This design comes from an exercise in tuning for small area on the open sky130 flow, not from production work.
Function was checked by simulation only, so behaviour that the tests miss may differ from the original.
No activity file was given, so power comes from the tool's default toggle rates.

run A:
Design fifo, start of the top module:
module fifo
  #(  
     parameter int SIZE = 1000,
     parameter int T_SIZE = 3,
     parameter int LOG_SIZE = $clog2(SIZE)
     )
   (  
     input logic p2f_irdy,
     input logic [T_SIZE-1:0] data_in,
     output logic f2p_trdy,
     output logic f2c_irdy,
     output logic [T_SIZE-1:0] data_out,
     input logic c2f_trdy,
     input logic clk,
     input logic rst
     );
Size in the first run: roughly 99000 um2 of cells after synthesis.
clock: 10.0 ns
lec_check: 0
cap_margin: 20
core_margin: 2
core_utilization: 70
slew_margin: 20
cts_args: -sink_clustering_enable -repair_clock_nets -sink_clustering_size 18 -sink_clustering_max_diameter 50 -buf_list sky130_fd_sc_hd__clkbuf_8 -dont_use_dummy_load
standard.sh (not shown) runs the stock make flow with config.mk's settings and CLKGATE_MAP_FILE= SYNTH_SCRIPT=/design/flow/synth_recipe.tcl, a recipe that flattens the netlist after the stock synthesis.
==> flow/flow/run.sh <==
#!/bin/bash
# The standard layout, except that clock tree synthesis builds the tree from
# clkbuf_8 buffers, each driving a cluster of at most 18 flip-flops within
# 50 um, and inserts no dummy loads.
set -euo pipefail
cd "$(dirname "$0")/.."
cat >> config.mk <<'EOF'
export CTS_ARGS = -sink_clustering_enable -repair_clock_nets -sink_clustering_size 18 -sink_clustering_max_diameter 50 -buf_list sky130_fd_sc_hd__clkbuf_8 -dont_use_dummy_load
EOF
bash standard.sh finish > standard_flow.log 2>&1
No stage failed in run A, and the final checks on the layout all came back clean.
### run A -> run B
==> flow/run.sh (new file) <==
#!/bin/bash
# synth_recipe.tcl (not shown) runs the flow's synth.tcl, then flattens the netlist and writes it again
# the make line also repeats each setting of config.mk as NAME=value (left out here)
make -C /OpenROAD-flow-scripts/flow DESIGN_CONFIG=/design/flow/config.mk WORK_HOME=/design/flow/orfs CLKGATE_MAP_FILE= SYNTH_SCRIPT=/design/flow/synth_recipe.tcl finish
==> flow/config.mk <==
export PLATFORM = sky130hd
export DESIGN_NAME = fifo
export DESIGN_NICKNAME = fifo
export VERILOG_FILES = /design/flow/design.v
export SDC_FILE = /design/flow/constraint.sdc
export NUM_CORES = 4
export LEC_CHECK = 0
export CAP_MARGIN = 20
export CORE_MARGIN = 2
export CORE_UTILIZATION = 45
export CTS_BUF_LIST = sky130_fd_sc_hd__clkbuf_8
export CTS_CLUSTER_DIAMETER = 50
export CTS_CLUSTER_SIZE = 16
export SLEW_MARGIN = 20
removed: flow/flow/run.sh
removed: flow/standard.sh
Clock power on run B is up relative to run A. Final design utilization: run B lower than run A. Going from run A to run B, synthesized area neither gained nor lost much; count of state elements after synthesis ~0 delta. In summary, run B completed successfully, with a layout that passed the timing, design-rule and antenna checks.
Modified inputs, run C compared to run B
==> flow/flow/run.sh (new file) <==
#!/bin/bash
# The standard layout, except that clock tree synthesis builds the tree from
# clkbuf_8 buffers, each driving a cluster of at most 18 flip-flops within
# 60 um, and inserts no dummy loads.
set -euo pipefail
cd "$(dirname "$0")/.."
cat >> config.mk <<'EOF'
export CTS_ARGS = -sink_clustering_enable -repair_clock_nets -sink_clustering_size 18 -sink_clustering_max_diameter 60 -buf_list sky130_fd_sc_hd__clkbuf_8 -dont_use_dummy_load
EOF
bash standard.sh finish > standard_flow.log 2>&1
==> flow/standard.sh (new file) <==
#!/bin/bash
# synth_recipe.tcl (not shown) runs the flow's synth.tcl, then flattens the netlist and writes it again
# the make line also repeats each setting of config.mk as NAME=value (left out here)
make -C /OpenROAD-flow-scripts/flow DESIGN_CONFIG=/design/flow/config.mk WORK_HOME=/design/flow/orfs CLKGATE_MAP_FILE= SYNTH_SCRIPT=/design/flow/synth_recipe.tcl "${@:-finish}"
diff --git a/flow/config.mk b/flow/config.mk
--- a/flow/config.mk
+++ b/flow/config.mk
@@ -10,4 +10 @@
-export CORE_UTILIZATION = 45
-export CTS_BUF_LIST = sky130_fd_sc_hd__clkbuf_8
-export CTS_CLUSTER_DIAMETER = 50
-export CTS_CLUSTER_SIZE = 16
+export CORE_UTILIZATION = 60
@@ -14,0 +12 @@
+export CTS_ARGS = -sink_clustering_enable -repair_clock_nets -sink_clustering_size 18 -sink_clustering_max_diameter 60 -buf_list sky130_fd_sc_hd__clkbuf_8 -dont_use_dummy_load
removed: flow/run.sh
### Flow results
[diff] final period demand of the worst path, run C relative to run B: improvement
Taking run B as the reference, in run C final routed wirelength across all metal layers decreased 12000 um; cell area decreased 3.5%.
## Diff of input files: run D against run C
==> flow/run.sh (new file) <==
#!/bin/bash
# synth_recipe.tcl (not shown) runs the flow's synth.tcl, then flattens the netlist and writes it again
# the make line also repeats each setting of config.mk as NAME=value (left out here)
make -C /OpenROAD-flow-scripts/flow DESIGN_CONFIG=/design/flow/config.mk WORK_HOME=/design/flow/orfs CLKGATE_MAP_FILE= SYNTH_SCRIPT=/design/flow/synth_recipe.tcl finish
==> flow/config.mk <==
export PLATFORM = sky130hd
export DESIGN_NAME = fifo
export DESIGN_NICKNAME = fifo
export VERILOG_FILES = /design/flow/design.v
export SDC_FILE = /design/flow/constraint.sdc
export NUM_CORES = 4
export LEC_CHECK = 0
export CAP_MARGIN = 10
export CORE_MARGIN = 2
export CORE_UTILIZATION = 60
export CTS_BUF_LIST = sky130_fd_sc_hd__clkbuf_8
export CTS_CLUSTER_DIAMETER = 60
export CTS_CLUSTER_SIZE = 18
export SLEW_MARGIN = 10
removed: flow/flow/run.sh
removed: flow/standard.sh
==> run summary <==
- Run D: all stages complete, timing, DRC and antenna checks passed
- The lower layout cell share with drive strength beyond 1 came out of run C.
- [compare] base=run C new=run D: maximum frequency flat; final-report max-slew violation count flat; first-pass GRT wire length flat; required time reported for the critical path endpoint flat; power consumption up 1.9%.
diff inputs: run D => run E
==> flow/config.mk <==
export PLATFORM = sky130hd
export DESIGN_NAME = fifo
export DESIGN_NICKNAME = fifo
export VERILOG_FILES = /design/flow/design.v
export SDC_FILE = /design/flow/constraint.sdc
export NUM_CORES = 4
export LEC_CHECK = 0
export CAP_MARGIN = 20
export CORE_MARGIN = 2
export CORE_UTILIZATION = 45
export SLEW_MARGIN = 20
Findings:
- Status | run D and run E | clean
- Taking run D as the reference, in run E headroom to the max-slew limit saw a decrease, core utilization lower.
- Run E — total via count after detailed routing 2.3% higher, run D as reference
- What run E reported for chip height has to be multiplied by 0.867 to get the figure for run D.
- Simple-gate portion of the synthesized area came out exactly the same in run D and run E.
- Relative to run D, the count of plain and timing-repair buffers in the layout measured on run E has increased slightly.
- | internal power component | run E vs run D | worse |
- What run D reported for count of non-filler cells in the finished layout has to be multiplied by 1.09 to get the figure for run E.
- [diff] final instance area, run E relative to run D: regression
- Sort run D and run E by signed area change from the synthesized netlist to the final layout, descending, and run E comes first.
- Total instance count after detailed placement grows by a few percent when moving from run D to run E.

static timing again, ports no longer ideal:
How much do the figures lean on ideal ports? The routed layouts below were timed once more, with nothing changed but the port constraints. Step 1: set_driving_cell puts a clkbuf_16 on clk and a buf_2 on each other input, an assumption about the parent block. Step 2 also shifts input and output timing later by t, the mid clock arrival at the registers, as if the neighbouring blocks saw the same clock. a / b / c = ideal / step 1 / step 2; a / b = the first two.
run | t (ns) | slack for setup (ns) | worst hold slack (ns) | slew at the worst register clock pin (ns) | worst data-port slew with drivers (ns)
run A | 1.020 | 2.267 / 2.190 / 3.210 | 0.413 / 0.413 / 0.413 | 0.12 / 0.12 | 0.04
run B | 1.148 | 1.853 / 1.767 / 2.916 | 0.422 / 0.422 / 0.422 | 0.11 / 0.11 | 0.04
run C | 1.050 | 1.860 / 1.778 / 2.829 | 0.432 / 0.432 / 0.432 | 0.12 / 0.12 | 0.03
run D | 1.082 | 1.852 / 1.771 / 2.852 | 0.444 / 0.444 / 0.444 | 0.12 / 0.12 | 0.03
run E | 1.013 | 2.059 / 1.965 / 2.978 | 0.423 / 0.423 / 0.423 | 0.07 / 0.07 | 0.04
After both steps setup and hold are still met in every run listed.
